What follows belongs to an exercise in optimizing a design on an open flow for small area and a short achievable clock period; a production flow would make more cautious choices. Function was checked by simulation only, so behaviour that the tests miss may differ from the original. Power figures rest on the tool's default switching activity, not on a simulated workload.

## flow/design.v

```verilog
module fp_mul(
    input clk,
    input rst,
    input [31:0] a_s,
    input [31:0] b_s,
    output reg [31:0] c_out,
    output reg overflow
);
    localparam M = 12;    
    reg [4:0] cnt;
    reg  st, dn;                
    wire start = st;
    wire done  = dn;
    wire eadd  = (cnt != 5'd0) && (cnt <= 5'd8);
    reg [22:0] A;         
    reg [22:0] B;         
    reg [23:0] P;         
    reg        k;         
    reg        q24, q23;  
    reg [7:0]  X;         
    reg [7:0]  Y;         
    reg        cy;        
    reg        Z;         
    reg        sx, sr;    
    wire [23:0] pp = B[0] ? {1'b1, A} : 24'd0;
    wire [M-1:0] lo  = {1'b0, P[M-2:0]} + {1'b0, pp[M-2:0]};
    wire         s1  = P[M-1] ^ pp[M-1] ^ k;
    wire         c1  = (P[M-1] & pp[M-1]) | (P[M-1] & k) | (pp[M-1] & k);
    wire         sm  = s1 ^ lo[M-1];
    wire         c2  = s1 & lo[M-1];
    wire [24-M:0] hi = {1'b0, P[23:M]} + {1'b0, pp[23:M]} + {{(24-M){1'b0}}, c1};
    wire [24:0]  U   = {hi, sm, lo[M-2:0]};
    wire es = X[0] ^ Y[0] ^ (cy & eadd);
    wire ec = (X[0] & Y[0]) | (X[0] & cy) | (Y[0] & cy);
    always @(posedge clk) begin
        if (start) begin
            A  <= a_s[22:0];
            B  <= {1'b1, b_s[22:1]};
            X  <= a_s[30:23];
            Y  <= b_s[30:23];
            cy <= 1'b1;
            sx <= a_s[31];
            sr <= a_s[31] ^ b_s[31];
            P  <= b_s[0] ? {1'b0, 1'b1, a_s[22:1]} : 24'd0;
            k  <= 1'b0;
        end else begin
            B  <= {1'b0, B[22:1]};
            X  <= {es, X[7:1]};
            Y  <= {1'b0, Y[7:1]};
            if (eadd) cy <= ec;
            P  <= U[24:1];
            k  <= c2;
        end
        q24 <= U[0];
        q23 <= q24;
        if (cnt == 5'd1) Z <= (X == 8'd0) || (Y == 8'd0);
    end
    wire        p47 = P[22];
    wire [7:0]  e   = {~X[7], X[6:0]};
    wire        e8  = ~(cy ^ X[7]);
    wire [7:0]  eo  = e + {7'd0, p47};
    wire        of  = e8 | (p47 & (&e));
    wire [22:0] fr  = p47 ? {P[21:0], q24} : {P[20:0], q24, q23};
    wire        zr  = Z | rst;
    always @(posedge clk) begin
        if (rst || done)
            cnt <= 5'd0;
        else
            cnt <= cnt + 5'd1;
        st <= rst | done;
        dn <= ~rst & (cnt == 5'd24);
        if (rst || done) begin
            c_out[31]    <= ~rst & (Z ? sx : sr);
            c_out[30:23] <= zr ? 8'd0 : eo;
            c_out[22:0]  <= zr ? 23'd0 : fr;
            overflow     <= ~rst & of;
        end
    end
endmodule
```

## flow/flow/run.sh

```bash
#!/bin/bash
# Standard layout (the standard.sh), with these changes:
#  - port buffers made of sky130_fd_sc_hd__buf_1 cells instead of the default pick;
#  - clock tree leaves of clkbuf_8 under a clkbuf_16 root, no dummy loads;
#  - no mapping of adders to full/half-adder cells (abc maps them);
#  - abc maps the logic with flow/abc.script (no abc-level buffering or sizing;
#    the resizer does that after placement). Everything else in ORFS's scripts
#    folder is used unchanged, from a copy.
set -euo pipefail
cp -r "$FLOW_HOME/scripts" scripts_mod
cp flow/abc.script scripts_mod/abc_speed.script
export SCRIPTS_DIR="$PWD/scripts_mod"
export BUFFER_PORTS_ARGS="-buffer_cell sky130_fd_sc_hd__buf_1"
export CTS_ARGS="-sink_clustering_enable -repair_clock_nets -buf_list sky130_fd_sc_hd__clkbuf_8 -root_buf sky130_fd_sc_hd__clkbuf_16 -dont_use_dummy_load"
bash standard.sh ADDER_MAP_FILE= finish > standard_make.log 2>&1
```

## flow/flow/abc.script

```
strash
dch
map -B 0.9
topo
stime -c
buffer -c
upsize -c
dnsize -c
```

## flow/standard.sh

```bash
#!/bin/bash
# synth_recipe.tcl (not shown) runs the flow's synth.tcl, then flattens the netlist and writes it again
# the make line also repeats each setting of config.mk as NAME=value (left out here)
make -C /OpenROAD-flow-scripts/flow DESIGN_CONFIG=/design/flow/config.mk WORK_HOME=/design/flow/orfs CLKGATE_MAP_FILE= SYNTH_SCRIPT=/design/flow/synth_recipe.tcl "${@:-finish}"
```

## flow/config.mk

```make
export PLATFORM = sky130hd
export DESIGN_NAME = fp_mul
export DESIGN_NICKNAME = fp_mul
export VERILOG_FILES = /design/flow/design.v
export SDC_FILE = /design/flow/constraint.sdc
export NUM_CORES = 4
export LEC_CHECK = 0
export CAP_MARGIN = 20
export CORE_MARGIN = 2
export CORE_UTILIZATION = 40
export SETUP_SLACK_MARGIN = 2.3
export SLEW_MARGIN = 20
```

## flow/constraint.sdc

```tcl
create_clock -name core_clock -period 4.0 [get_ports {clk}]
set_input_delay 0.8000 -clock core_clock [delete_from_list [all_inputs] [get_ports {clk}]]
set_output_delay 0.8000 -clock core_clock [all_outputs]
set_load 0.01 [all_outputs]
```

==> impl_metrics.toml, run 1 <==
[worst_setup_path]
crit_path_top_delay_cell = "sky130_fd_sc_hd__dfxtp_4"
path_max_fanout = 6
crit_chain = "buf_12, buf_12, buf_16, a21oi_2, nor2_4, a21oi_2, o21ai_2, nand2_1, nand3_1, nand2_1, nor2_1"
timing.rr.start = "B[0]"
crit_family = "compound AO/OA/AOI/OAI gates"
critPathArrivalTime_ns = 1.99
crit-reg2reg-capture = "k"
cp_data_required_time_ns = 4.21
path_buf_inv = 3
critical-path-max-stage-delay_ns = 0.35
reg2reg_setup_slack_ns = 2.22
rr_worst_depth = 11
setup.worst_path.start_class = "flop"
timing.critical_path.depth = 11
worst_setup_path_startpoint = "B[0]"
cp-end-kind = "flop"
setup.worst_path.end = "k"
critical_path_type = "flop to flop"

[global_routing]
antenna_found_initial = 0
grt_use_total_pct = 18.8
globalRoute.totalOverflow = 0
largest_net_degree_at_the_start_of_global_routing = 63
first_global_vias = 4919
wire_length_of_the_first_global_routing_pass_mm = 23.9

[worst_hold_path]
hold_path.class = "flop to flop"
hold-path-cell-count = 0

[yosys]
synthesis.area_mm2 = 0.00617
synthesis.area_per_instance_um2 = 8.07
synthCells = 765
synthDominantCellAreaShare_pct = 28.7
synth_warnings = 1
number_of_storage_elements_in_the_synthesis_netlist = 133
synthesis.nets = 831
synth-seq-area-share_pct = 52.7
synth_area_leader_cell = "sky130_fd_sc_hd__edfxtp_1"
synth_edf_count = 59
most_used_flip_flop_cell_after_synthesis = "sky130_fd_sc_hd__dfxtp_1"
synth_async_sr_flop_share_pct = 0
yosysUniqueCellTypes = 39
synthTopCellsByArea = "sky130_fd_sc_hd__edfxtp_1, sky130_fd_sc_hd__dfxtp_1, sky130_fd_sc_hd__nand2_1"

[floorplanning]
floorplan.die_area_mm2 = 0.0164
io_pins = 99
start_util_pct = 40.8
die_width_um = 128
std_cell_rows = 45
fp.dieH_um = 128
design.core.area_mm2 = 0.0151

[cells_and_area]
drive_above_1_share_pct = 23.3
n_fill_cell = 1488
final_core_util_pct = 51.2
final_net_count = 953
antenna-diode-count = 0
layout-area-overhead-vs-synth_pct = 25.6

[detailed_routing]
detail_route.wl_per_cell_um = 14.3
vias_per_cell = 4.96
aggregate_routed_wire_length_mm = 15.3
drc_errors = 0
detailedRoute.firstIterationViolations = 323
vias = 5317
drt-pass1-iter-count = 4
drt.antenna.violating_nets = 0

[pwr]
total_power_draw_mw = 3.22
cellPowerDensity_mw_per_mm2 = 416
vdd.ir_drop.worst_uv = 211
leakage_nw = 3.36

[clock_network]
ctsRootBufferMaster = "sky130_fd_sc_hd__clkbuf_16"
clkTransAtPathRegs_ns = 0.07
cts_htree_levels = 4
number_of_buffers_added_by_the_clock_tree_synthesis_step = 17
maximum_clock_insertion_buffer_count = 2
holdBufCountCts = 0
clock_sink_count = 133
cts_tree = "yes"
clock_latency_ns = 0.37

[timing]
finalCriticalPeriod_ns = 1.78
fin_worst_skew_ns = 0.0167
timing.final.crit_share_pct = 44.4
post_route_setup_slack_ns = 2.22
relative_slew_margins_pct = 51.8
timing.final.hold_violations = 0
timing.fmax_mhz = 563
tns_ns = 0
slew_viol_final = 0
setup_viol = 0
max_slew.worst_pin.slew_ns = 0.723
rsz0062_at_grt = "true"

[placement]
place_worst_setup_slack_ns = 1.77
place_congestion = 0.830
port-buffer-count = 98
dp_hpwl_mm = 9.73

[outcome]
result_of_the_run = "complete, no violations"

[flow_run]
max_cap_violations = 0
## worst min-delay path by stage
stage	startpoint	to	slack, ns
floorplan	q24	q23	0.35
global placement	q24	q23	0.36
detailed placement	q24	q23	0.36
CTS	q24	q23	0.37
global route	q24	q23	0.38
finish	q24	q23	0.37
## area by class of cell
type | count | area [um2] | share of cell area, %
tap | 188 | 235 | 3.04
sequential | 133 | 3270 | 42.1
timing repair buffer | 130 | 797 | 10.3
multi-input combinational | 531 | 2920 | 37.7
clock buffer | 17 | 245 | 3.16
inverter | 74 | 288 | 3.71
## state kept, by name (all words and copies together) (netlist names), 5 cells and up
register	flops
c_out	32
B	23
cnt	5
X	8
Y	8
P	24
A	23
## power by group
group / total (mW) / internal (mW) / switching [mW]
clock network: 0.844 / 0.400 / 0.444
logic: 0.745 / 0.286 / 0.459
registers: 1.63 / 1.55 / 0.0791
total: 3.22 / 2.24 / 0.982
## per-layer routing
layer  up-vias  part of all wire (%)  global-route usage [%]
li1       2738                     -                       -
met1      2439                    45                    24.1
met2       123                    49                    31.7
met3        17                   5.0                    4.67
met4         0                   1.2                    4.98
met5         -                     0                       0
## stage by stage
| stage | hold WS (ns) | area, um2 | instances |
|---|---|---|---|
| 4_1_cts | 0.366 | 7270 | 1058 |
| 6_report | 0.366 | 7750 | 1073 |
| 3_5_place_dp | 0.359 | 6660 | 1029 |
| 5_1_grt | 0.383 | 7750 | 1073 |
| 3_3_place_gp | 0.359 | 6660 | 1029 |
| 2_1_floorplan | 0.351 | 6180 | 765 |
## synthesized netlist by cell type (2+ instances only)
cell	n
sky130_fd_sc_hd__a211oi_1	19
sky130_fd_sc_hd__a21o_1	6
sky130_fd_sc_hd__a21oi_1	21
sky130_fd_sc_hd__a21oi_2	2
sky130_fd_sc_hd__a32o_1	2
sky130_fd_sc_hd__and2_4	2
sky130_fd_sc_hd__buf_1	3
sky130_fd_sc_hd__buf_2	3
sky130_fd_sc_hd__buf_6	2
sky130_fd_sc_hd__buf_8	2
sky130_fd_sc_hd__clkbuf_1	16
sky130_fd_sc_hd__dfxtp_1	74
sky130_fd_sc_hd__edfxtp_1	59
sky130_fd_sc_hd__inv_1	72
sky130_fd_sc_hd__nand2_1	252
sky130_fd_sc_hd__nand2_2	7
sky130_fd_sc_hd__nand3_1	33
sky130_fd_sc_hd__nand3_2	5
sky130_fd_sc_hd__nand3b_1	2
sky130_fd_sc_hd__nand4_1	7
sky130_fd_sc_hd__nor2_1	80
sky130_fd_sc_hd__nor2_2	4
sky130_fd_sc_hd__nor2_4	5
sky130_fd_sc_hd__nor3_1	12
sky130_fd_sc_hd__nor3b_1	2
sky130_fd_sc_hd__nor4_1	3
sky130_fd_sc_hd__o21a_1	6
sky130_fd_sc_hd__o21ai_0	34
sky130_fd_sc_hd__o21ai_1	14
sky130_fd_sc_hd__o21bai_1	2
sky130_fd_sc_hd__or2_2	2
sky130_fd_sc_hd__xor2_1	5
## cell usage in the layout (no fill, tap or decap), types with 3 or more instances in the layout
cell type                  instances
sky130_fd_sc_hd__nand2_1         212
sky130_fd_sc_hd__dfxtp_1          70
sky130_fd_sc_hd__nor2_1           61
sky130_fd_sc_hd__a211oi_1         19
sky130_fd_sc_hd__inv_1            57
sky130_fd_sc_hd__nor3_1           10
sky130_fd_sc_hd__o21a_1            6
sky130_fd_sc_hd__clkbuf_2         16
sky130_fd_sc_hd__nand3_2          12
sky130_fd_sc_hd__buf_1            80
sky130_fd_sc_hd__buf_12            3
sky130_fd_sc_hd__a21o_1            6
sky130_fd_sc_hd__o21ai_1          15
sky130_fd_sc_hd__xor2_1            5
sky130_fd_sc_hd__nor4_1            3
sky130_fd_sc_hd__nor2_2           10
sky130_fd_sc_hd__a21oi_1          11
sky130_fd_sc_hd__a21oi_2          11
sky130_fd_sc_hd__nor2_4           18
sky130_fd_sc_hd__inv_2            14
sky130_fd_sc_hd__nand4_1           7
sky130_fd_sc_hd__nand3_4           3
sky130_fd_sc_hd__buf_16            5
sky130_fd_sc_hd__dfxtp_4           3
sky130_fd_sc_hd__edfxtp_1         59
sky130_fd_sc_hd__nand2_2          37
sky130_fd_sc_hd__o21ai_2           7
sky130_fd_sc_hd__buf_4            21
sky130_fd_sc_hd__o21ai_0          26
sky130_fd_sc_hd__clkbuf_8         16
sky130_fd_sc_hd__nand2_4          10
sky130_fd_sc_hd__nand3_1          23
## cell families (layout without fill, tap and decap cells)
kind of cell | after synthesis | in the layout | synth area share (%)
and+or+nand+nor | 416 | 416 | 28.7
buffers and inverters | 101 | 221 | 7.07
DFF | 133 | 133 | 52.7
xor gates and xnor gates | 5 | 5 | 0.709
AOI/OAI and AO/OA | 110 | 110 | 10.8
## repair_timing
item                       4_1_cts  5_1_grt
setup endpoints to repair      108       68
pin swaps                        6       25
cloned                           5        1
resized for setup               68      112
buffers inserted                 7       14
==> run 2, diff against run 1 <==
--- a/flow/config.mk
+++ b/flow/config.mk
@@ -9,4 +9,4 @@
 export CORE_MARGIN = 2
 export CORE_UTILIZATION = 40
-export SETUP_SLACK_MARGIN = 2.3
+export SETUP_SLACK_MARGIN = 2.2
 export SLEW_MARGIN = 20
==> run 2 against run 1 <==
  * Still clean
  * Fmax increased by 1.8%
  * Sequential share of layout area increased by 0.86 points
  * Clock-buffer cell count unchanged
  * Area after synthesis is the same
  * Routed wire length down 0.41%
  * Sequential power about the same
  * Non-clock buffer count is 7 lower
  * Cell count shrank 0.56%
  * Flip-flop and latch count did not move
  * Via count shrank 1.2%
  * Worst hold slack improved by 0.0033 ns
  * Synthesized cell count unchanged
  * Critical path type unchanged
  * Critical endpoint is now P[22]
  * Largest cell class unchanged
==> impl_metrics.toml, run 2 <==
[outcome]
result_of_the_run = "complete, no violations"

[pwr]
leakage_nw = 3.25
power.switching_fraction_pct = 30.5
internal-power_mw = 2.22
total_power_draw_mw = 3.19
netSwitchingPower_mw = 0.973
combPwrFrac_pct = 22.5
vdd.ir_drop.worst_uv = 277
cellPowerDensity_mw_per_mm2 = 421
share_seq_of_total_power_pct = 51.2
power.share.clock_pct = 26.3

[cells_and_area]
layout-area-overhead-vs-synth_pct = 22.9
final_core_util_pct = 50.1
antenna-diode-count = 0
mostFrequentLayoutCell = "sky130_fd_sc_hd__nand2_1"
biggest_registers_after_layout = "c_out (32), P (24)"
postLayoutCellArea_mm2 = 0.00759
drive_above_1_share_pct = 19.3
layout.cells.most_common_list = "sky130_fd_sc_hd__nand2_1, sky130_fd_sc_hd__buf_1, sky130_fd_sc_hd__dfxtp_1"
number_of_flip_flops_under_the_largest_register_name = 32
top_register = "c_out"
final_net_count = 947
layout.cells.non_filler = 1067
n_fill_cell = 1490

[detailed_routing]
vias_per_cell = 4.92
aggregate_routed_wire_length_mm = 15.3
drc_errors = 0
detailedRoute.firstIterationViolations = 304
vias = 5252
drt.antenna.violating_nets = 0
detail_route.wl_per_cell_um = 14.3
drt-pass1-iter-count = 4

[timing]
relative_slew_margins_pct = 64.0
timing.fmax_mhz = 573
max_slew.worst_pin.slew_ns = 0.541
fin_worst_skew_ns = 0.0170
post_route_setup_slack_ns = 2.25
finalCriticalPeriod_ns = 1.75
slew_viol_final = 0
setup_viol = 0
whs_ns = 0.369
rsz0062_at_grt = "true"
tns_ns = 0
timing.final.hold_violations = 0
timing.final.crit_share_pct = 43.6

[yosys]
synthDominantCellAreaShare_pct = 28.7
synth_most_common_cell = "sky130_fd_sc_hd__nand2_1"
synth_edf_count = 59
synth_area_leader_cell = "sky130_fd_sc_hd__edfxtp_1"
most_used_flip_flop_cell_after_synthesis = "sky130_fd_sc_hd__dfxtp_1"
yosysUniqueCellTypes = 39
synth_warnings = 1
synth-seq-area-share_pct = 52.7
number_of_storage_elements_in_the_synthesis_netlist = 133
synthesis.area_per_instance_um2 = 8.07
synth_common_cells = "sky130_fd_sc_hd__nand2_1, sky130_fd_sc_hd__nor2_1, sky130_fd_sc_hd__dfxtp_1"
synthesis.nets = 831
synthCells = 765
synthesis.area_mm2 = 0.00617
synth_async_sr_flop_share_pct = 0
synthTopCellsByArea = "sky130_fd_sc_hd__edfxtp_1, sky130_fd_sc_hd__dfxtp_1, sky130_fd_sc_hd__nand2_1"

[worst_setup_path]
worst_path_most_repeated_cell = "sky130_fd_sc_hd__nor2_4"
crit_chain = "buf_4, buf_12, nand2_2, nor2_4, nor2_4, a21oi_4, o21ai_4, a21oi_2, nand3b_1, nand3_1, nand2_1"
reg2reg_setup_slack_ns = 2.25
worst_setup_path_startpoint = "B[0]"
timing.rr.start = "B[0]"
critPathArrivalTime_ns = 1.99
cp_data_required_time_ns = 4.24
critical_path_type = "flop to flop"
critical-path-max-stage-delay_ns = 0.38
crit_path_top_delay_cell = "sky130_fd_sc_hd__dfxtp_4"
path_max_fanout = 5
cp-end-kind = "flop"
rr_worst_depth = 11
setup.worst_path.start_class = "flop"

[floorplanning]
fp.dieH_um = 128
io_pins = 99
std_cell_rows = 45
floorplan.die_area_mm2 = 0.0164
design.core.area_mm2 = 0.0151
start_util_pct = 40.8
die_width_um = 128

[placement]
post_dp_cell_area_mm2 = 0.00666
place_worst_setup_slack_ns = 1.48
place.detailed.instances = 1030
place_congestion = 0.879
dp_hpwl_mm = 9.70
port-buffer-count = 98

[worst_hold_path]
hold_path.class = "flop to flop"
hold_path.startpoint = "q24"
hold-path-cell-count = 0

[global_routing]
grt_use_total_pct = 18.1
largest_net_degree_at_the_start_of_global_routing = 78
wire_length_of_the_first_global_routing_pass_mm = 23.1
antenna_found_initial = 0
globalRoute.totalOverflow = 0
first_global_vias = 4711

[clock_network]
ctsRootBufferMaster = "sky130_fd_sc_hd__clkbuf_16"
clkTransAtPathRegs_ns = 0.07
maximum_clock_insertion_buffer_count = 2
clock_latency_ns = 0.37
holdBufCountCts = 0
number_of_buffers_added_by_the_clock_tree_synthesis_step = 17
cts_htree_levels = 4
cts_tree = "yes"
clock_sink_count = 133

[flow_run]
max_cap_violations = 0
## run 2: cell types whose count changed in the layout (fill, tap and decap cells not counted), moves of 4 or more
cell | before | now
sky130_fd_sc_hd__buf_1 | 80 | 98
sky130_fd_sc_hd__clkbuf_2 | 16 | 0
sky130_fd_sc_hd__buf_4 | 21 | 14
sky130_fd_sc_hd__buf_16 | 5 | 0
sky130_fd_sc_hd__inv_1 | 57 | 61
sky130_fd_sc_hd__inv_2 | 14 | 10
sky130_fd_sc_hd__nand2_1 | 212 | 216
sky130_fd_sc_hd__nand3_2 | 12 | 16
## run 2: what timing repair did
item,CTS,global route
pin swaps,0,41
endpoints found under the setup margin,41,69
gates cloned,0,3
gates resized for setup,13,134
buffers inserted,8,9
## run 2: kinds of logic after synthesis
logic type             share of synthesized area, %
buffers and inverters                          7.07
flip-flops                                     52.7
AO/OA/AOI/OAI                                  10.8
AND/OR/NAND/NOR                                28.7
XOR/XNOR                                      0.709
## run 2: metal layers
layer	GRT usage, %	up-vias	share of wire, %
met5	0	-	0
met4	5.24	0	1.5
met3	4.97	20	4.1
met2	29.0	113	48
met1	24.1	2408	46
li1	-	2711	-
## run 2: power by group through the flow
stage | Combinational, mW | Clock [mW] | Sequential, mW
3_3_place_gp | 0.543 | 0 | 1.66
6_report | 0.719 | 0.840 | 1.63
3_5_place_dp | 0.546 | 0 | 1.66
4_1_cts | 0.583 | 0.867 | 1.63
2_1_floorplan | 0.410 | 0 | 1.65
5_1_grt | 0.805 | 0.916 | 1.65
## run 2: worst paths after layout
path | to
setup / recovery | P[22]
hold reg to reg | q23
setup reg to reg | P[22]
hold / removal | q23
## run 2: worst max-delay path: cells and delay by family, from the launching register on
| family | cells | cell delay [ns] |
|---|---|---|
| buffers and inverters | 2 | 0.25 |
| and+or+nand+nor | 6 | 0.58 |
| AOI/OAI and AO/OA | 3 | 0.42 |
| DFF | 1 | 0.38 |
## run 2: final cells by class
type	count	area, um2	area share [%]
well taps	188	235	3.10
repair buffers	123	672	8.85
inverters	74	289	3.81
repair inverters	1	7.51	0.0989
flip-flops and latches	133	3260	43.0
clock buffers	17	245	3.23
multi-input cells	531	2880	37.9
==> run 3, diff against run 2 <==
--- a/flow/config.mk
+++ b/flow/config.mk
@@ -9,4 +9,4 @@
 export CORE_MARGIN = 2
 export CORE_UTILIZATION = 40
-export SETUP_SLACK_MARGIN = 2.2
+export SETUP_SLACK_MARGIN = 2.1
 export SLEW_MARGIN = 20
==> run 3 against run 2 <==
  * Utilization decreased by 3.5 points
  * Fmax fell by 3.9%
  * Flip-flop and latch count is the same
  * Critical endpoint is now P[18]
  * Clock power is 0.8% lower
  * Clock skew rose by 0.0052 ns
  * Combinational power down about 20%
  * Area after synthesis is the same
  * Global-route usage decreased by 0.71 points
==> impl_metrics.toml, run 3 <==
[outcome]
result_of_the_run = "complete, no violations"

[timing]
timing.final.hold_violations = 0
rsz0062_at_grt = "true"
timing.final.crit_share_pct = 45.4
slew_viol_final = 0
max_slew.worst_pin.slew_ns = 0.961
fin_worst_skew_ns = 0.0222
relative_slew_margins_pct = 35.9
finalCriticalPeriod_ns = 1.82
setup_viol = 0
tns_ns = 0
timing.fmax_mhz = 550

[detailed_routing]
vias_per_cell = 4.79
maxUsedRoutingLayer = "met4"
drt.antenna.violating_nets = 0
aggregate_routed_wire_length_mm = 14.1
drc_errors = 0
routed-wl-met2_mm = 6.68
wl_met3_um = 524
drt-pass1-iter-count = 7
met1Wirelength_mm = 6.69
detailedRoute.firstIterationViolations = 271
detail_route.wl_per_cell_um = 13.3
vias = 5064

[yosys]
synth_area_in_compound_gates_pct = 10.8
synth_edf_count = 59
synthSimpleGateAreaFrac_pct = 28.7
synthesis.area_per_instance_um2 = 8.07
synth_xor_xnor_area_share_pct = 0.710
synth_warnings = 1
synth_most_common_cell = "sky130_fd_sc_hd__nand2_1"
synth_common_cells = "sky130_fd_sc_hd__nand2_1, sky130_fd_sc_hd__nor2_1, sky130_fd_sc_hd__dfxtp_1"
number_of_storage_elements_in_the_synthesis_netlist = 133
synth_async_sr_flop_share_pct = 0
synthesis.area_mm2 = 0.00617
most_used_flip_flop_cell_after_synthesis = "sky130_fd_sc_hd__dfxtp_1"
synthesis.nets = 831
synthTopCellsByArea = "sky130_fd_sc_hd__edfxtp_1, sky130_fd_sc_hd__dfxtp_1, sky130_fd_sc_hd__nand2_1"
yosys.area_share.adder_pct = 0
synth_top_family_by_area = "simple AND/OR/NAND/NOR gates"
synth-seq-area-share_pct = 52.7
synth_area_leader_cell = "sky130_fd_sc_hd__edfxtp_1"
synthCells = 765
yosysUniqueCellTypes = 39
synth_mux_area_share_pct = 0
synthDominantCellAreaShare_pct = 28.7

[cells_and_area]
antenna-diode-count = 0
layout.cells.non_filler = 1057
multi_input_comb_area_mm2 = 0.00253
mostFrequentLayoutCell = "sky130_fd_sc_hd__nand2_1"
drive_above_1_share_pct = 8.86
layout-area-overhead-vs-synth_pct = 14.3
register_area_mm2 = 0.00326
final_net_count = 937
number_of_flip_flops_under_the_largest_register_name = 32
biggest_registers_after_layout = "c_out (32), P (24)"
n_fill_cell = 1552
final_core_util_pct = 46.6
layout.cells.most_common_list = "sky130_fd_sc_hd__nand2_1, sky130_fd_sc_hd__buf_1, sky130_fd_sc_hd__nor2_1"
top_register = "c_out"

[clock_network]
clock_latency_ns = 0.36
cts_htree_levels = 4
ctsRootBufferMaster = "sky130_fd_sc_hd__clkbuf_16"
maximum_clock_insertion_buffer_count = 2
clock_sink_count = 133
clkTransAtPathRegs_ns = 0.06
number_of_buffers_added_by_the_clock_tree_synthesis_step = 17
cts_tree = "yes"

[global_routing]
largest_net_degree_at_the_start_of_global_routing = 60
antenna_found_initial = 0
wire_length_of_the_first_global_routing_pass_mm = 22.2
first_global_vias = 4632
grt_use_total_pct = 17.4
globalRoute.totalOverflow = 0

[flow_run]
max_cap_violations = 0

[pwr]
vdd.ir_drop.worst_uv = 216
total_power_draw_mw = 3.04
leakage_nw = 3.10
cellPowerDensity_mw_per_mm2 = 431

[placement]
place.detailed.instances = 1030
port-buffer-count = 98
dp_hpwl_mm = 9.82
place_congestion = 0.864

[floorplanning]
die_width_um = 128
start_util_pct = 40.8
design.core.area_mm2 = 0.0151
io_pins = 99
floorplan.die_area_mm2 = 0.0164
fp.dieH_um = 128
std_cell_rows = 45

[worst_setup_path]
path_max_fanout = 6
cp_data_required_time_ns = 4.24
timing.rr.start = "B[0]"
critical_path_type = "flop to flop"
cp-end-kind = "flop"
reg2reg_setup_slack_ns = 2.18
rr_worst_depth = 11
crit-reg2reg-capture = "P[18]"
critPathArrivalTime_ns = 2.06
setup.worst_path.start_class = "flop"

[worst_hold_path]
hold_path.class = "flop to flop"
hold_path.startpoint = "q24"
hold-path-cell-count = 0
holdPathEnd = "q23"
-- run 3: cell counts after synthesis --
Identical to the previous run, type by type.
-- run 3: metal layers --
metal  global-route usage [%]  vias to the layer above
met5                        0                        -
met4                     5.30                        0
met3                     4.80                       14
met2                     28.4                       92
met1                     22.6                     2270
li1                         -                     2688
-- run 3: how the worst max path moves through the flow --
stage | end | from | cells after the start
CTS | P[20] | B[0] | 10
finish | P[18] | B[0] | 11
floorplan | P[12] | st | 4
global placement | P[9] | B[0] | 11
global route | P[20] | B[0] | 12
detailed placement | P[20] | B[0] | 10
-- run 3: repair_timing --
item,CTS,global route
resized for setup,4,21
hold buffers,0,0
setup buffers,0,10
pin swaps,0,1
endpoints found under the setup margin,33,20
endpoints found under the hold margin,0,0
-- run 3: cells by family after synthesis --
logic type	Yosys count
and+or+nand+nor	416
buffers and inverters	101
DFF	133
AOI/OAI and AO/OA	110
xor gates and xnor gates	5
-- run 3: final cells by class --
type                    instances  area share, %
repair buffers                114           7.08
inverters                      74           4.06
multi-input cells             531           35.8
flip-flops and latches        133           46.2
clock buffers                  17           3.48
well taps                     188           3.33
-- run 3: where the power goes --
| group | switching (mW) | internal [mW] | total, mW |
|---|---|---|---|
| Clock | 0.434 | 0.399 | 0.833 |
| Combinational | 0.372 | 0.205 | 0.577 |
| Sequential | 0.0778 | 1.55 | 1.63 |
| Total | 0.883 | 2.16 | 3.04 |
-- run 3: worst max-delay path, cell delays in order (launching register included) --
cell	delay (ns)
sky130_fd_sc_hd__dfxtp_4	0.42
sky130_fd_sc_hd__buf_4	0.13
sky130_fd_sc_hd__buf_4	0.13
sky130_fd_sc_hd__nand2_2	0.06
sky130_fd_sc_hd__nor2_4	0.13
sky130_fd_sc_hd__nor2_2	0.07
sky130_fd_sc_hd__a21oi_1	0.18
sky130_fd_sc_hd__o21ai_1	0.14
sky130_fd_sc_hd__a21oi_1	0.21
sky130_fd_sc_hd__o21ai_1	0.10
sky130_fd_sc_hd__nand2_1	0.07
sky130_fd_sc_hd__o21ai_1	0.06
-- run 3: through the flow --
step | hold slack [ns] | instance area [um2] | worst slack, ns
final | 0.365 | 7050 | 2.18
after CTS | 0.366 | 6920 | 2.09
after floorplan | 0.351 | 6180 | 2.19
after global routing | 0.385 | 7050 | 2.04
after detailed placement | 0.358 | 6660 | 1.56
after global placement | 0.357 | 6660 | 1.57
==> run 4, diff against run 3 <==
--- a/flow/design.v
+++ b/flow/design.v
@@ -59,8 +59,10 @@
     wire [7:0]  e   = {~X[7], X[6:0]};
     wire        e8  = ~(cy ^ X[7]);
-    wire [7:0]  eo  = e + {7'd0, p47};
     wire        of  = e8 | (p47 & (&e));
-    wire [22:0] fr  = p47 ? {P[21:0], q24} : {P[20:0], q24, q23};
     wire        zr  = Z | rst;
+    wire        n1  = ~zr & p47;
+    wire        n0  = ~zr & ~p47;
+    wire [7:0]  eo  = (e & {8{~zr}}) + {7'd0, n1};
+    wire [22:0] fr  = ({23{n1}} & {P[21:0], q24}) | ({23{n0}} & {P[20:0], q24, q23});
     always @(posedge clk) begin
         if (rst || done)
@@ -72,6 +74,6 @@
         if (rst || done) begin
             c_out[31]    <= ~rst & (Z ? sx : sr);
-            c_out[30:23] <= zr ? 8'd0 : eo;
-            c_out[22:0]  <= zr ? 23'd0 : fr;
+            c_out[30:23] <= eo;
+            c_out[22:0]  <= fr;
             overflow     <= ~rst & of;
         end
==> run 4 against run 3 <==
  * Combinational power fell by 3%
  * First-iteration DRC count fell by 3.0%
  * Synthesized cell count fell by 0.65%
  * Still clean on timing, DRC and antenna
  * Die area fell by 0.53%
  * Clock skew fell by 0.0017 ns
  * Critical path type unchanged
  * Register-to-register slack improved by 0.04 ns
==> impl_metrics.toml, run 4 <==
[clock_network]
maximum_clock_insertion_buffer_count = 2
ctsRootBufferMaster = "sky130_fd_sc_hd__clkbuf_16"
clock_sink_count = 133
clock_latency_ns = 0.37
clkTransAtPathRegs_ns = 0.07
cts_tree = "yes"
number_of_buffers_added_by_the_clock_tree_synthesis_step = 17
cts_htree_levels = 4

[yosys]
synthesis.area_per_instance_um2 = 8.08
synthesis.area_mm2 = 0.00614
synthTopCellsByArea = "sky130_fd_sc_hd__edfxtp_1, sky130_fd_sc_hd__dfxtp_1, sky130_fd_sc_hd__nand2_1"
synthCells = 760
synth_warnings = 1
synth_area_leader_cell = "sky130_fd_sc_hd__edfxtp_1"
synth_async_sr_flop_share_pct = 0
synthDominantCellAreaShare_pct = 28.9
synth_edf_count = 59
yosysUniqueCellTypes = 37
synth_common_cells = "sky130_fd_sc_hd__nand2_1, sky130_fd_sc_hd__inv_1, sky130_fd_sc_hd__dfxtp_1"
synth-seq-area-share_pct = 53.0
synth_most_common_cell = "sky130_fd_sc_hd__nand2_1"
synthesis.nets = 826
number_of_storage_elements_in_the_synthesis_netlist = 133
most_used_flip_flop_cell_after_synthesis = "sky130_fd_sc_hd__dfxtp_1"

[placement]
place_congestion = 0.845
port-buffer-count = 98
place_worst_setup_slack_ns = 1.71
dp_hpwl_mm = 9.83

[timing]
finalCriticalPeriod_ns = 1.77
slew_viol_final = 0
setup_viol = 0
post_route_setup_slack_ns = 2.23
max_slew.worst_pin.slew_ns = 0.538
timing.final.hold_violations = 0
timing.final.crit_share_pct = 44.3
tns_ns = 0
relative_slew_margins_pct = 64.1
fin_worst_skew_ns = 0.0206
timing.fmax_mhz = 564
rsz0062_at_grt = "true"

[worst_setup_path]
path_max_fanout = 27
critPathArrivalTime_ns = 2.02
cp_data_required_time_ns = 4.25
critical_path_type = "flop to flop"
setup.worst_path.start_class = "flop"
critical-path-max-stage-delay_ns = 0.44
crit_path_top_delay_cell = "sky130_fd_sc_hd__clkinvlp_4"
worst_setup_path_startpoint = "st"
crit_chain = "buf_4, nand2_1, clkinvlp_4, a32o_1"
timing.rr.start = "st"
cp-end-kind = "flop"

[global_routing]
first_global_vias = 4717
largest_net_degree_at_the_start_of_global_routing = 45
antenna_found_initial = 0
globalRoute.totalOverflow = 0
wire_length_of_the_first_global_routing_pass_mm = 22.1
grt_use_total_pct = 17.4

[cells_and_area]
layout.cells.most_common_list = "sky130_fd_sc_hd__nand2_1, sky130_fd_sc_hd__buf_1, sky130_fd_sc_hd__inv_1"
top_register = "c_out"
mostFrequentLayoutCell = "sky130_fd_sc_hd__nand2_1"
number_of_flip_flops_under_the_largest_register_name = 32
n_fill_cell = 1556
layout-area-overhead-vs-synth_pct = 13.3
multi_input_comb_area_mm2 = 0.00245
register_area_mm2 = 0.00326
biggest_registers_after_layout = "c_out (32), P (24)"
final_net_count = 928
antenna-diode-count = 0
drive_above_1_share_pct = 8.95

[worst_hold_path]
hold_path.startpoint = "q24"
hold_path.class = "flop to flop"

[floorplanning]
fp.dieH_um = 128
die_width_um = 128
design.core.area_mm2 = 0.0151
start_util_pct = 40.7
floorplan.die_area_mm2 = 0.0164
io_pins = 99
std_cell_rows = 45

[pwr]
total_power_draw_mw = 3.00
vdd.ir_drop.worst_uv = 215
cellPowerDensity_mw_per_mm2 = 432
leakage_nw = 3.07

[detailed_routing]
drt.antenna.violating_nets = 0
drc_errors = 0
vias = 5099
detailedRoute.firstIterationViolations = 263
detail_route.wl_per_cell_um = 12.9
drt-pass1-iter-count = 5
vias_per_cell = 4.87
aggregate_routed_wire_length_mm = 13.5

[flow_run]
max_cap_violations = 0

[outcome]
result_of_the_run = "complete, no violations"
## run 4: changes by cell type in the layout (fill, tap and decap cells not counted), moves of 6 or more
cell	before	now
sky130_fd_sc_hd__a211oi_1	19	0
sky130_fd_sc_hd__a21o_1	6	0
sky130_fd_sc_hd__buf_4	13	7
sky130_fd_sc_hd__inv_1	70	77
sky130_fd_sc_hd__nand2_1	251	265
sky130_fd_sc_hd__nor2_1	75	50
sky130_fd_sc_hd__o22ai_1	0	22
## run 4: final cells by class
| cell class | instances | share of cell area (%) |
|---|---|---|
| flip-flops and latches | 133 | 46.8 |
| inverters | 85 | 4.64 |
| clock buffers | 17 | 3.53 |
| multi-input cells | 519 | 35.3 |
| well taps | 188 | 3.38 |
| repair buffers | 106 | 6.33 |
## run 4: through the flow
stage / util (%) / std cells / hold WS [ns] / area, um2
6_report: 46.1 / 1048 / 0.356 / 6960
5_1_grt: 46.1 / 1048 / 0.368 / 6960
4_1_cts: 45.8 / 1046 / 0.358 / 6920
3_5_place_dp: 44.1 / 1029 / 0.345 / 6660
3_3_place_gp: 44.1 / 1029 / 0.335 / 6660
2_1_floorplan: - / 760 / 0.331 / 6150
## run 4: logic make-up (layout without fill, tap and decap cells)
kind of cell	Yosys count	in the layout	share of synthesized area (%)
flip-flops	133	133	53.0
XOR/XNOR	9	9	1.28
buffers and inverters	108	208	7.42
AO/OA/AOI/OAI	105	105	9.64
AND/OR/NAND/NOR	405	405	28.7
## run 4: report_power, final
group          internal (mW)  leakage (nW)  total [mW]  switching (mW)
logic                  0.184          1.73       0.558           0.374
registers               1.55          1.21        1.61          0.0581
clock network          0.399         0.127       0.833           0.434
total                   2.14          3.07        3.00           0.866
## run 4: routing by layer
metal / share of wire [%] / wire, um / global-route usage (%)
met1: 46 / 6200 / 22.4
met2: 47 / 6420 / 28.2
met3: 4.9 / 669 / 4.26
met4: 1.9 / 257 / 6.66
met5: 0 / 0 / 0
## run 4: path summary, 6_finish.rpt
path | endpoint | slack (ns) | cells past startpoint
setup / recovery | P[12] | 2.23 | 4
hold / removal | q23 | 0.36 | 0
setup reg to reg | P[12] | 2.23 | 4
hold reg to reg | q23 | 0.36 | 0
## run 4: repair_timing
action / in CTS / in global routing
setup buffers: 0 / 2
gates resized for setup: 4 / 7
setup endpoints to repair: 25 / 55
hold buffers: 0 / 0
## run 4: worst max-delay path: cells and delay by family, from the launching register on
kind            cells  cell delay, ns
buf+inv             2            0.69
flops               1            0.38
compound gates      1            0.37
simple gates        1            0.19
==> run 5, diff against run 4 <==
--- a/flow/config.mk
+++ b/flow/config.mk
@@ -9,4 +9,5 @@
 export CORE_MARGIN = 2
 export CORE_UTILIZATION = 40
+export PLACE_DENSITY = 0.8
 export SETUP_SLACK_MARGIN = 2.1
 export SLEW_MARGIN = 20
==> run 5 against run 4 <==
  * Flip-flop and latch count stayed put
  * Critical path depth up 5
  * Cell count grew 0.57%
  * Clock-buffer cell count unchanged
  * Via count is 2.2% higher
  * Clock power shrank 1%
  * Synthesized cell count unchanged
  * Clock skew grew 0.013 ns
  * Non-clock buffer count rose by 5
  * Area after synthesis is the same
  * Utilization rose by 0.53 points
  * Highest routed layer is now met5
==> impl_metrics.toml, run 5 <==
[timing]
timing.final.crit_share_pct = 46.4
rsz0062_at_grt = "true"
finalCriticalPeriod_ns = 1.86
whs_ns = 0.351
timing.final.hold_violations = 0
max_slew.worst_pin.slew_ns = 0.827
tns_ns = 0
slew_viol_final = 0
fin_worst_skew_ns = 0.0331
relative_slew_margins_pct = 44.8
timing.fmax_mhz = 538
setup_viol = 0

[detailed_routing]
drc_errors = 0
maxUsedRoutingLayer = "met5"
vias = 5212
drt.antenna.violating_nets = 0
aggregate_routed_wire_length_mm = 13.5
detailedRoute.firstIterationViolations = 325
wl_met3_um = 923
detail_route.wl_per_cell_um = 12.8
met1Wirelength_mm = 6.09
vias_per_cell = 4.94
routed-wl-met2_mm = 6.30
drt-pass1-iter-count = 5

[worst_setup_path]
cp_data_required_time_ns = 4.12
crit_chain = "clkbuf_2, nor2_4, buf_6, nand2_8, inv_4, nand2_1, nor2_2, nand2_1, xor2_1"
path_buf_inv = 3
reg2reg_setup_slack_ns = 2.20
timing.critical_path.depth = 9
timing.rr.start = "B[0]"
crit-reg2reg-capture = "P[4]"
critPathArrivalTime_ns = 1.98
worst_path_most_repeated_cell = "sky130_fd_sc_hd__nand2_1"
rr_worst_depth = 12
crit_family = "simple AND/OR/NAND/NOR gates"
critical_path_type = "input port to flop"
setup.worst_path.start_class = "input port"
crit_path_top_delay_cell = "sky130_fd_sc_hd__nor2_4"
critical-path-max-stage-delay_ns = 0.21
path_max_fanout = 12
cp-end-kind = "flop"

[clock_network]
cts_tree = "yes"
clock_latency_ns = 0.37
clock_sink_count = 133
maximum_clock_insertion_buffer_count = 2
ctsRootBufferMaster = "sky130_fd_sc_hd__clkbuf_16"
cts_htree_levels = 4
clkTransAtPathRegs_ns = 0.07
number_of_buffers_added_by_the_clock_tree_synthesis_step = 17

[worst_hold_path]
hold-path-cell-count = 0
hold_path.class = "flop to flop"
holdPathEnd = "q23"
hold_path.startpoint = "q24"

[placement]
place_congestion = 0.904
dp_hpwl_mm = 9.67
port-buffer-count = 98
post_dp_cell_area_mm2 = 0.00664

[floorplanning]
floorplan.die_area_mm2 = 0.0164
std_cell_rows = 45
start_util_pct = 40.7
io_pins = 99
die_width_um = 128
fp.dieH_um = 128
design.core.area_mm2 = 0.0151

[global_routing]
grt_use_total_pct = 16.5
globalRoute.totalOverflow = 0
wire_length_of_the_first_global_routing_pass_mm = 21.6
antenna_found_initial = 1
first_global_vias = 4774
largest_net_degree_at_the_start_of_global_routing = 78

[pwr]
vdd.ir_drop.worst_uv = 245
leakage_nw = 3.11
share_seq_of_total_power_pct = 53.7
power.switching_fraction_pct = 28.8
internal-power_mw = 2.14
power.share.clock_pct = 27.4
combPwrFrac_pct = 18.9
netSwitchingPower_mw = 0.867
cellPowerDensity_mw_per_mm2 = 428

[cells_and_area]
biggest_registers_after_layout = "c_out (32), P (24)"
antenna-diode-count = 0
postLayoutCellArea_mm2 = 0.00704
drive_above_1_share_pct = 10.0
final_core_util_pct = 46.6
top_register = "c_out"
number_of_flip_flops_under_the_largest_register_name = 32
layout.cells.most_common_list = "sky130_fd_sc_hd__nand2_1, sky130_fd_sc_hd__buf_1, sky130_fd_sc_hd__inv_1"
layout-area-overhead-vs-synth_pct = 14.6
mostFrequentLayoutCell = "sky130_fd_sc_hd__nand2_1"
final_net_count = 934

[yosys]
synth_most_common_cell = "sky130_fd_sc_hd__nand2_1"
synthTopCellsByArea = "sky130_fd_sc_hd__edfxtp_1, sky130_fd_sc_hd__dfxtp_1, sky130_fd_sc_hd__nand2_1"
synthesis.area_mm2 = 0.00614
synth_common_cells = "sky130_fd_sc_hd__nand2_1, sky130_fd_sc_hd__inv_1, sky130_fd_sc_hd__dfxtp_1"
synth-seq-area-share_pct = 53.0
synth_async_sr_flop_share_pct = 0
synth_edf_count = 59
synth_area_leader_cell = "sky130_fd_sc_hd__edfxtp_1"
yosysUniqueCellTypes = 37
synth_warnings = 1
synthCells = 760
synthesis.area_per_instance_um2 = 8.08
number_of_storage_elements_in_the_synthesis_netlist = 133
synthDominantCellAreaShare_pct = 28.9
synthesis.nets = 826
most_used_flip_flop_cell_after_synthesis = "sky130_fd_sc_hd__dfxtp_1"

[flow_run]
max_cap_violations = 0

[outcome]
result_of_the_run = "complete, no violations"
run 5: cell counts after synthesis:
No cell type changed its count.
run 5: per-stage QoR:
step                setup slack (ns)  power [mW]  instances
floorplan                       2.13        2.05        760
global placement                1.42        2.17       1027
detailed placement              1.32        2.19       1027
CTS                             2.11        3.00       1044
global route                    2.06        3.17       1054
finish                          2.14        3.01       1054
run 5: kinds of logic (layout without fill, tap and decap cells):
family	Yosys count	count (layout)	share of synthesized area, %
flops	133	133	53.0
simple gates	405	406	28.7
compound gates	105	105	9.64
xor+xnor	9	9	1.28
buf+inv	108	213	7.42
run 5: repair_timing:
action                                  4_1_cts  5_1_grt
resized for setup                             7       13
cloned                                        0        1
buffers inserted                              0        9
pin swaps                                     0        4
endpoints found under the setup margin       42       26
hold buffers                                  0        0
run 5: worst max path at each step:
stage / start / end
finish: rst / c_out[30]
global route: rst / c_out[30]
CTS: rst / c_out[26]
detailed placement: rst / c_out[26]
global placement: rst / c_out[26]
floorplan: rst / c_out[0]
run 5: cell type report:
cell class	count	area (um2)
tap	188	235
multi-input combinational	520	2480
timing repair buffer	111	489
inverter	85	327
clock buffer	17	245
fill	1465	8050
sequential	133	3260
run 5: per-layer routing:
| metal | track usage (%) | vias to the layer above |
|---|---|---|
| li1 | - | 2668 |
| met1 | 21.0 | 2391 |
| met2 | 26.7 | 132 |
| met3 | 5.51 | 19 |
| met4 | 4.91 | 2 |
| met5 | 0 | - |
run 5: power by group through the flow:
stage | registers (mW) | logic [mW] | clock network, mW
5_1_grt | 1.63 | 0.649 | 0.893
6_report | 1.62 | 0.570 | 0.824
3_5_place_dp | 1.65 | 0.541 | 0
3_3_place_gp | 1.64 | 0.527 | 0
2_1_floorplan | 1.64 | 0.402 | 0
4_1_cts | 1.62 | 0.545 | 0.838
==> run 6, diff against run 5 <==
--- a/flow/config.mk
+++ b/flow/config.mk
@@ -8,6 +8,5 @@
 export CAP_MARGIN = 20
 export CORE_MARGIN = 2
-export CORE_UTILIZATION = 40
-export PLACE_DENSITY = 0.8
+export CORE_UTILIZATION = 50
 export SETUP_SLACK_MARGIN = 2.1
 export SLEW_MARGIN = 20
==> run 6 against run 5 <==
  * Fmax up 3.8%
  * Non-clock buffer count down 1
  * Utilization up 12 points
  * Sequential power about the same
  * Flip-flop and latch count unchanged
  * Critical endpoint is now P[18]
==> impl_metrics.toml, run 6 <==
[timing]
slew_viol_final = 0
tns_ns = 0
fin_worst_skew_ns = 0.0218
max_slew.worst_pin.slew_ns = 0.547
timing.final.hold_violations = 0
whs_ns = 0.355
rsz0062_at_grt = "true"
finalCriticalPeriod_ns = 1.79
relative_slew_margins_pct = 63.5
timing.final.crit_share_pct = 44.7
setup_viol = 0
timing.fmax_mhz = 559

[clock_network]
maximum_clock_insertion_buffer_count = 2
cts_htree_levels = 4
clock_sink_count = 133
clock_latency_ns = 0.38
number_of_buffers_added_by_the_clock_tree_synthesis_step = 17
clkTransAtPathRegs_ns = 0.07
ctsRootBufferMaster = "sky130_fd_sc_hd__clkbuf_16"
cts_tree = "yes"

[placement]
place.detailed.instances = 987
place_congestion = 0.831
dp_hpwl_mm = 9.25
port-buffer-count = 98

[yosys]
synthTopCellsByArea = "sky130_fd_sc_hd__edfxtp_1, sky130_fd_sc_hd__dfxtp_1, sky130_fd_sc_hd__nand2_1"
synth_async_sr_flop_share_pct = 0
synth_edf_count = 59
synth_area_in_compound_gates_pct = 9.64
yosys.area_share.adder_pct = 0
synth_area_leader_cell = "sky130_fd_sc_hd__edfxtp_1"
synth_top_family_by_area = "simple AND/OR/NAND/NOR gates"
synth-seq-area-share_pct = 53.0
synthesis.area_mm2 = 0.00614
synthesis.area_per_instance_um2 = 8.08
synthesis.nets = 826
synth_most_common_cell = "sky130_fd_sc_hd__nand2_1"
most_used_flip_flop_cell_after_synthesis = "sky130_fd_sc_hd__dfxtp_1"
number_of_storage_elements_in_the_synthesis_netlist = 133
synthCells = 760
yosysUniqueCellTypes = 37
synth_xor_xnor_area_share_pct = 1.28
synth_mux_area_share_pct = 0
synthSimpleGateAreaFrac_pct = 28.7
synth_common_cells = "sky130_fd_sc_hd__nand2_1, sky130_fd_sc_hd__inv_1, sky130_fd_sc_hd__dfxtp_1"
synth_warnings = 1
synthDominantCellAreaShare_pct = 28.9

[pwr]
vdd.ir_drop.worst_uv = 262
power.share.clock_pct = 27.5
leakage_nw = 3.13
combPwrFrac_pct = 19.7
internal-power_mw = 2.16
netSwitchingPower_mw = 0.900
power.switching_fraction_pct = 29.4
share_seq_of_total_power_pct = 52.7
cellPowerDensity_mw_per_mm2 = 432

[worst_hold_path]
hold_path.startpoint = "q24"
hold-path-cell-count = 0
hold_path.class = "flop to flop"
holdPathEnd = "q23"

[worst_setup_path]
rr_worst_depth = 14
reg2reg_setup_slack_ns = 2.21
path_max_fanout = 11
cp-end-kind = "flop"
cp_data_required_time_ns = 4.27
crit_chain = "buf_4, buf_16, nand2_1, nand2_1, nand2_1, inv_2, nand2_1, inv_1, nand2_1, nand2_2, a21oi_1, o21ai_1, nand2_1, o21ai_1"
crit_path_top_delay_cell = "sky130_fd_sc_hd__dfxtp_4"
crit-reg2reg-capture = "P[18]"
timing.rr.start = "B[0]"
setup.worst_path.start_class = "flop"
worst_path_most_repeated_cell = "sky130_fd_sc_hd__nand2_1"
critPathArrivalTime_ns = 2.06
critical_path_type = "flop to flop"
critical-path-max-stage-delay_ns = 0.37

[cells_and_area]
layout.cells.most_common_list = "sky130_fd_sc_hd__nand2_1, sky130_fd_sc_hd__buf_1, sky130_fd_sc_hd__inv_1"
number_of_flip_flops_under_the_largest_register_name = 32
drive_above_1_share_pct = 12.0
mostFrequentLayoutCell = "sky130_fd_sc_hd__nand2_1"
layout-area-overhead-vs-synth_pct = 15.3
biggest_registers_after_layout = "c_out (32), P (24)"
antenna-diode-count = 0
final_net_count = 933
layout.cells.non_filler = 1012
top_register = "c_out"

[floorplanning]
io_pins = 99
die_width_um = 115
fp.dieH_um = 115
floorplan.die_area_mm2 = 0.0132
std_cell_rows = 40
design.core.area_mm2 = 0.0120
start_util_pct = 51.1

[flow_run]
max_cap_violations = 0

[global_routing]
first_global_vias = 4700
wire_length_of_the_first_global_routing_pass_mm = 21.7
largest_net_degree_at_the_start_of_global_routing = 40
globalRoute.totalOverflow = 0
grt_use_total_pct = 21.5
antenna_found_initial = 0

[detailed_routing]
drt-pass1-iter-count = 5
met1Wirelength_mm = 6.51
drc_errors = 0
maxUsedRoutingLayer = "met4"
drt.antenna.violating_nets = 0
wl_met3_um = 653
detail_route.wl_per_cell_um = 14.0
vias_per_cell = 5.15
aggregate_routed_wire_length_mm = 14.2
detailedRoute.firstIterationViolations = 392
vias = 5207
routed-wl-met2_mm = 6.81

[outcome]
result_of_the_run = "complete, no violations"
-- run 6: cell types whose count changed in the layout (fill, tap and decap cells not counted), sizes merged --
| cell | change |
|---|---|
| buf | -2 |
| clkinvlp | +1 |
| nand2 | -1 |
| bufbuf | +1 |
-- run 6: critical path: cells and delay by family, from the launching register on --
family                 cells  cell delay [ns]
AND/OR/NAND/NOR            7             0.53
buffers and inverters      4             0.40
AO/OA/AOI/OAI              3             0.37
flip-flops                 1             0.37
-- run 6: cell families after synthesis --
kind of cell	Yosys count
xor+xnor	9
simple gates	405
buf+inv	108
compound gates	105
flops	133
-- run 6: power by group through the flow --
| stage | sequential (mW) | combinational [mW] | clock (mW) |
|---|---|---|---|
| after floorplan | 1.64 | 0.402 | 0 |
| after global routing | 1.63 | 0.680 | 0.915 |
| after global placement | 1.64 | 0.538 | 0 |
| final | 1.61 | 0.604 | 0.843 |
| after CTS | 1.61 | 0.571 | 0.862 |
| after detailed placement | 1.64 | 0.546 | 0 |
-- run 6: area by class of cell --
| type | count | area (um2) |
|---|---|---|
| Clock buffer | 17 | 245 |
| Sequential cell | 133 | 3260 |
| Inverter | 85 | 324 |
| Fill cell | 1137 | 4930 |
| Multi-Input combinational cell | 519 | 2520 |
| Tap cell | 147 | 184 |
| Timing Repair Buffer | 110 | 537 |
| Timing Repair inverter | 1 | 7.51 |
-- run 6: repair_timing --
item / 4_1_cts / 5_1_grt
buffers inserted: 0 / 4
gates resized for setup: 7 / 36
setup endpoints to repair: 55 / 41
gates cloned: 2 / 2
pin swaps: 0 / 2
hold buffers: 0 / 0
-- run 6: stage by stage --
stage               util [%]  power, mW  setup slack, ns  area, um2
finish                  58.9       3.06             2.21       7080
global route            58.9       3.22             2.07       7080
CTS                     57.7       3.05             2.08       6930
detailed placement      54.9       2.19             1.77       6600
global placement        54.9       2.18             1.82       6600
floorplan                  -       2.05             2.13       6150
-- run 6: worst max path at each step --
stage	startpoint	to	cells after the start
CTS	st	P[1]	4
finish	B[0]	P[18]	14
global route	B[0]	P[20]	13
detailed placement	rst	c_out[11]	2
global placement	rst	c_out[10]	2
floorplan	rst	c_out[0]	2
-- run 6: layer usage --
metal	vias to the layer above	GRT usage, %
met5	-	0
met4	0	7.31
met3	21	6.27
met2	126	36.6
met1	2387	26.3
li1	2673	-
==> run 7, diff against run 6 <==
--- a/flow/config.mk
+++ b/flow/config.mk
@@ -8,5 +8,5 @@
 export CAP_MARGIN = 20
 export CORE_MARGIN = 2
-export CORE_UTILIZATION = 50
-export SETUP_SLACK_MARGIN = 2.1
+export CORE_UTILIZATION = 40
+export SETUP_SLACK_MARGIN = 2.0
 export SLEW_MARGIN = 20
==> run 7 against run 6 <==
  * Critical path type is now input port to flop
  * Die area up 24%
  * Fmax down 2.8%
  * Register-to-register slack about the same
  * Via count down 3.8%
  * Non-clock buffer count down 6
  * Combinational power down 9.4%
  * Cell count up 3.4%
  * Sequential share of layout area up 1.1 points
  * Clock power down 2%
==> impl_metrics.toml, run 7 <==
[outcome]
result_of_the_run = "complete, no violations"

[timing]
max_slew.worst_pin.slew_ns = 0.910
relative_slew_margins_pct = 39.3
timing.fmax_mhz = 543
timing.final.hold_violations = 0
timing.final.crit_share_pct = 46.0
rsz0062_at_grt = "true"
whs_ns = 0.351
finalCriticalPeriod_ns = 1.84
slew_viol_final = 0
fin_worst_skew_ns = 0.0242
tns_ns = 0
setup_viol = 0

[cells_and_area]
biggest_registers_after_layout = "c_out (32), P (24)"
layout-area-overhead-vs-synth_pct = 12.6
top_register = "c_out"
drive_above_1_share_pct = 8.28
mostFrequentLayoutCell = "sky130_fd_sc_hd__nand2_1"
antenna-diode-count = 0
n_fill_cell = 1575
layout.cells.most_common_list = "sky130_fd_sc_hd__nand2_1, sky130_fd_sc_hd__buf_1, sky130_fd_sc_hd__inv_1"
number_of_flip_flops_under_the_largest_register_name = 32
final_net_count = 926
postLayoutCellArea_mm2 = 0.00691

[pwr]
leakage_nw = 3.07
cellPowerDensity_mw_per_mm2 = 433
vdd.ir_drop.worst_uv = 310

[detailed_routing]
drc_errors = 0
aggregate_routed_wire_length_mm = 13.4
detail_route.wl_per_cell_um = 12.8
detailedRoute.firstIterationViolations = 335
vias = 5009
drt.antenna.violating_nets = 0
drt-pass1-iter-count = 4
vias_per_cell = 4.79

[yosys]
synth_warnings = 1
synth_area_leader_cell = "sky130_fd_sc_hd__edfxtp_1"
most_used_flip_flop_cell_after_synthesis = "sky130_fd_sc_hd__dfxtp_1"
synth_common_cells = "sky130_fd_sc_hd__nand2_1, sky130_fd_sc_hd__inv_1, sky130_fd_sc_hd__dfxtp_1"
synthesis.area_per_instance_um2 = 8.08
synth-seq-area-share_pct = 53.0
synthDominantCellAreaShare_pct = 28.9
synthCells = 760
synthTopCellsByArea = "sky130_fd_sc_hd__edfxtp_1, sky130_fd_sc_hd__dfxtp_1, sky130_fd_sc_hd__nand2_1"
synth_edf_count = 59
yosysUniqueCellTypes = 37
synthesis.nets = 826
number_of_storage_elements_in_the_synthesis_netlist = 133
synthesis.area_mm2 = 0.00614
synth_async_sr_flop_share_pct = 0
synth_most_common_cell = "sky130_fd_sc_hd__nand2_1"

[placement]
place_congestion = 0.864
post_dp_cell_area_mm2 = 0.00665
dp_hpwl_mm = 9.43
port-buffer-count = 98

[flow_run]
max_cap_violations = 0

[worst_setup_path]
cp_data_required_time_ns = 3.97
cp-end-kind = "flop"
path_buf_inv = 1
path_max_fanout = 39
setup.worst_path.start_class = "input port"
critical-path-max-stage-delay_ns = 0.77
crit_family = "simple AND/OR/NAND/NOR gates"
critPathArrivalTime_ns = 1.81
crit_path_top_delay_cell = "sky130_fd_sc_hd__or2_2"
critical_path_type = "input port to flop"
crit_chain = "buf_1, or2_2"

[global_routing]
largest_net_degree_at_the_start_of_global_routing = 77
first_global_vias = 4649
grt_use_total_pct = 17.2
globalRoute.totalOverflow = 0
antenna_found_initial = 0
wire_length_of_the_first_global_routing_pass_mm = 22.1

[floorplanning]
design.core.area_mm2 = 0.0151
start_util_pct = 40.7
die_width_um = 128
floorplan.die_area_mm2 = 0.0164
std_cell_rows = 45
fp.dieH_um = 128
io_pins = 99

[clock_network]
clock_latency_ns = 0.36
cts_htree_levels = 4
number_of_buffers_added_by_the_clock_tree_synthesis_step = 17
clock_sink_count = 133
clkTransAtPathRegs_ns = 0.06
ctsRootBufferMaster = "sky130_fd_sc_hd__clkbuf_16"
holdBufCountCts = 0
maximum_clock_insertion_buffer_count = 2
cts_tree = "yes"

[worst_hold_path]
hold_path.class = "flop to flop"
run 7: cell types whose count changed in the layout (fill, tap and decap cells not counted), moves of 4 or more:
| cell | before | now |
|---|---|---|
| sky130_fd_sc_hd__a21oi_1 | 15 | 19 |
| sky130_fd_sc_hd__a21oi_2 | 6 | 2 |
| sky130_fd_sc_hd__nand2_1 | 256 | 265 |
| sky130_fd_sc_hd__nand2_2 | 18 | 10 |
| sky130_fd_sc_hd__nor2_1 | 45 | 52 |
| sky130_fd_sc_hd__nor2_2 | 14 | 9 |
| sky130_fd_sc_hd__o21ai_0 | 32 | 36 |
run 7: layout make-up:
cell class	count	area, um2	share of cell area, %
Timing Repair Buffer	104	417	6.03
Inverter	85	319	4.62
Multi-Input combinational cell	519	2440	35.3
Clock buffer	17	245	3.55
Tap cell	188	235	3.40
Sequential cell	133	3260	47.1
run 7: path summary, 6_finish.rpt:
kind         endpoint  slack (ns)  depth (start not counted)  start
max          c_out[9]        2.16                          2    rst
min reg2reg       q23        0.35                          0    q24
max reg2reg      P[6]        2.20                         11   B[0]
min               q23        0.35                          0    q24
run 7: report_power, final:
| group | total (mW) | switching (mW) | internal, mW |
|---|---|---|---|
| Clock | 0.830 | 0.430 | 0.400 |
| Combinational | 0.547 | 0.368 | 0.180 |
| Sequential | 1.61 | 0.0575 | 1.56 |
| Total | 2.99 | 0.855 | 2.13 |
run 7: logic make-up (layout without fill, tap and decap cells):
family	count (synthesis)	after routing	share of synthesized area, %
AO/OA/AOI/OAI	105	105	9.64
flip-flops	133	133	53.0
buffers and inverters	108	206	7.42
XOR/XNOR	9	9	1.28
AND/OR/NAND/NOR	405	405	28.7
run 7: layer usage:
| layer | GRT usage (%) | wire length (um) | vias to the layer above |
|---|---|---|---|
| met4 | 4.72 | 136 | 0 |
| met3 | 4.88 | 614 | 13 |
| met5 | 0 | 0 | - |
| li1 | - | - | 2639 |
| met2 | 27.8 | 6220 | 93 |
| met1 | 22.5 | 6400 | 2264 |
run 7: what timing repair did:
| action | 4_1_cts | 5_1_grt |
|---|---|---|
| cloned | 0 | 0 |
| gates resized for setup | 2 | 2 |
| endpoints found under the setup margin | 21 | 25 |
| buffers inserted | 0 | 1 |
run 7: through the flow:
stage	utilization, %	cells	power [mW]	setup slack [ns]
6_report	45.8	1046	2.99	2.16
5_1_grt	45.8	1046	3.18	1.95
4_1_cts	45.7	1045	3.02	2.06
3_5_place_dp	44.1	1028	2.19	1.67
3_3_place_gp	44.1	1028	2.18	1.69
2_1_floorplan	-	760	2.05	2.10
==> run 8, diff against run 7 <==
--- a/flow/config.mk
+++ b/flow/config.mk
@@ -9,4 +9,4 @@
 export CORE_MARGIN = 2
 export CORE_UTILIZATION = 40
-export SETUP_SLACK_MARGIN = 2.0
+export SETUP_SLACK_MARGIN = 2.15
 export SLEW_MARGIN = 20
==> run 8 against run 7 <==
  * Synthesized cell count is the same
  * Non-clock buffer count grew 15
  * Worst hold slack gained 0.0023 ns
  * First-iteration DRC count grew 26%
  * Cell area grew 8.1%
  * Fmax grew 3.3%
  * Register-to-register slack gained 0.02 ns
  * Area after synthesis is the same
  * Die area is the same
  * Cell count grew 1.6%
  * Critical endpoint is now c_out[30]
==> impl_metrics.toml, run 8 <==
[worst_setup_path]
critPathArrivalTime_ns = 1.90
crit_family = "simple AND/OR/NAND/NOR gates"
critical_path_type = "input port to flop"
path_buf_inv = 2
timing.critical_path.depth = 8
crit_chain = "buf_1, nor2_4, nand2_8, inv_2, nand2_2, nor2_2, nand2_1, xor2_1"
cp-end-kind = "flop"
path_max_fanout = 24
setup.worst_path.end = "c_out[30]"
crit-reg2reg-capture = "P[20]"
reg2reg_setup_slack_ns = 2.22
timing.rr.start = "B[0]"
worst_setup_path_startpoint = "rst"
critical-path-max-stage-delay_ns = 0.20
setup.worst_path.start_class = "input port"
crit_path_top_delay_cell = "sky130_fd_sc_hd__nor2_4"
cp_data_required_time_ns = 4.11
rr_worst_depth = 12

[global_routing]
globalRoute.totalOverflow = 0
first_global_vias = 4646
antenna_found_initial = 0
largest_net_degree_at_the_start_of_global_routing = 78
wire_length_of_the_first_global_routing_pass_mm = 22.2
grt_use_total_pct = 17.5

[placement]
port-buffer-count = 98
place_congestion = 0.856
place.detailed.instances = 1026
dp_hpwl_mm = 9.26

[floorplanning]
std_cell_rows = 45
die_width_um = 128
io_pins = 99
fp.dieH_um = 128
start_util_pct = 40.7
floorplan.die_area_mm2 = 0.0164
design.core.area_mm2 = 0.0151

[yosys]
synthesis.area_mm2 = 0.00614
synth_edf_count = 59
most_used_flip_flop_cell_after_synthesis = "sky130_fd_sc_hd__dfxtp_1"
synth_common_cells = "sky130_fd_sc_hd__nand2_1, sky130_fd_sc_hd__inv_1, sky130_fd_sc_hd__dfxtp_1"
synth-seq-area-share_pct = 53.0
synth_async_sr_flop_share_pct = 0
number_of_storage_elements_in_the_synthesis_netlist = 133
synthTopCellsByArea = "sky130_fd_sc_hd__edfxtp_1, sky130_fd_sc_hd__dfxtp_1, sky130_fd_sc_hd__nand2_1"
synth_most_common_cell = "sky130_fd_sc_hd__nand2_1"
synthCells = 760
synthDominantCellAreaShare_pct = 28.9
synth_area_leader_cell = "sky130_fd_sc_hd__edfxtp_1"
synthesis.area_per_instance_um2 = 8.08
yosysUniqueCellTypes = 37
synthesis.nets = 826
synth_warnings = 1

[clock_network]
clkTransAtPathRegs_ns = 0.06
number_of_buffers_added_by_the_clock_tree_synthesis_step = 17
holdBufCountCts = 0
clock_latency_ns = 0.37
maximum_clock_insertion_buffer_count = 2
clock_sink_count = 133
cts_tree = "yes"
ctsRootBufferMaster = "sky130_fd_sc_hd__clkbuf_16"
cts_htree_levels = 4

[detailed_routing]
aggregate_routed_wire_length_mm = 14.6
met1Wirelength_mm = 6.67
vias = 5193
maxUsedRoutingLayer = "met4"
drt-pass1-iter-count = 5
routed-wl-met2_mm = 7.14
wl_met3_um = 690
drc_errors = 0
detailedRoute.firstIterationViolations = 421
detail_route.wl_per_cell_um = 13.8
vias_per_cell = 4.89
drt.antenna.violating_nets = 0

[timing]
finalCriticalPeriod_ns = 1.78
slew_viol_final = 0
timing.fmax_mhz = 561
timing.final.hold_violations = 0
setup_viol = 0
timing.final.crit_share_pct = 44.5
relative_slew_margins_pct = 48.5
whs_ns = 0.354
fin_worst_skew_ns = 0.0259
rsz0062_at_grt = "true"
max_slew.worst_pin.slew_ns = 0.767
tns_ns = 0

[cells_and_area]
layout.cells.most_common_list = "sky130_fd_sc_hd__nand2_1, sky130_fd_sc_hd__buf_1, sky130_fd_sc_hd__dfxtp_1"
final_net_count = 943
final_core_util_pct = 49.5
register_area_mm2 = 0.00326
layout-area-overhead-vs-synth_pct = 21.7
top_register = "c_out"
mostFrequentLayoutCell = "sky130_fd_sc_hd__nand2_1"
n_fill_cell = 1482
layout.cells.non_filler = 1063
antenna-diode-count = 0
biggest_registers_after_layout = "c_out (32), P (24)"
drive_above_1_share_pct = 18.6
number_of_flip_flops_under_the_largest_register_name = 32
multi_input_comb_area_mm2 = 0.00273

[pwr]
vdd.ir_drop.worst_uv = 226
leakage_nw = 3.23
total_power_draw_mw = 3.14
cellPowerDensity_mw_per_mm2 = 421

[worst_hold_path]
hold_path.class = "flop to flop"
hold_path.startpoint = "q24"

[outcome]
result_of_the_run = "complete, no violations"

[flow_run]
max_cap_violations = 0
==> run 8: cell count changes in the layout (fill, tap and decap cells not counted), sizes merged <==
cell      before  now
buf          104  115
clkbuf        17   21
clkinvlp       0    3
inv           84   83
==> run 8: logic make-up (layout without fill, tap and decap cells) <==
logic type | count (synthesis) | in the layout | synth area share, %
AOI/OAI and AO/OA | 105 | 105 | 9.64
xor gates and xnor gates | 9 | 9 | 1.28
buffers and inverters | 108 | 223 | 7.42
DFF | 133 | 133 | 53.0
and+or+nand+nor | 405 | 405 | 28.7
==> run 8: power breakdown <==
| part | internal (mW) | total [mW] | switching (mW) |
|---|---|---|---|
| Sequential | 1.55 | 1.62 | 0.0610 |
| Combinational | 0.248 | 0.686 | 0.438 |
| Clock | 0.400 | 0.842 | 0.442 |
| Total | 2.20 | 3.14 | 0.940 |
==> run 8: through the flow <==
stage / worst slack, ns / area (um2)
finish: 2.22 / 7470
global route: 2.11 / 7470
CTS: 2.15 / 7010
floorplan: 2.16 / 6160
detailed placement: 1.50 / 6640
global placement: 1.56 / 6640
==> run 8: layout make-up <==
type                    instances  area share, %
well taps                     188           3.15
inverters                      85           4.32
repair buffers                119           8.86
repair inverters                2          0.168
multi-input cells             519           36.6
flip-flops and latches        133           43.6
clock buffers                  17           3.28
==> run 8: metal layers <==
metal | vias up | global-route usage (%)
li1 | 2689 | -
met1 | 2381 | 22.4
met2 | 114 | 29.2
met3 | 9 | 4.47
met4 | 0 | 5.30
met5 | - | 0
==> run 8: worst min path at each step <==
stage           to  slack [ns]  cells past startpoint
2_1_floorplan  q23        0.33                      0
3_3_place_gp   q23        0.34                      0
3_5_place_dp   q23        0.34                      0
4_1_cts        q23        0.35                      0
5_1_grt        q23        0.37                      0
6_report       q23        0.35                      0
==> run 8: worst reg2reg max path: cells and delay by family, from the launching register on <==
| family | cells | cell delay [ns] |
|---|---|---|
| AND/OR/NAND/NOR | 10 | 0.97 |
| buffers and inverters | 2 | 0.29 |
| flip-flops | 1 | 0.38 |
==> run 8: what timing repair did <==
action / in CTS / in global routing
endpoints found under the hold margin: 0 / 0
setup endpoints to repair: 57 / 26
buffers inserted: 1 / 12
cloned: 2 / 5
pin swaps: 1 / 29
resized for setup: 12 / 93

[re-timing with driven ports]
The results above use ideal ports. As a check the final layouts listed here were re-extracted and re-timed, cells and wires unchanged. Step 1, drivers: a clkbuf_16 drives clk and a buf_2 each remaining input, both assumed. Step 2, shift: input delay + t, output delay - t, t = (earliest + latest rising clock arrival at the registers) / 2. This alone moves slack from input paths to output paths. Three values: ideal, step 1, step 2; two values: the first two.
run	shift t [ns]	setup slack, ns
run 1	0.399	2.223 / 2.223 / 1.999
run 2	0.402	2.254 / 2.227 / 1.903
run 3	0.394	2.183 / 2.183 / 1.842
run 4	0.400	2.228 / 2.214 / 1.893
run 5	0.401	2.143 / 2.157 / 1.755
run 6	0.408	2.210 / 2.206 / 1.859
run 7	0.395	2.159 / 2.177 / 1.782
run 8	0.399	2.218 / 2.213 / 1.843
After both steps every run listed still meets setup and hold.
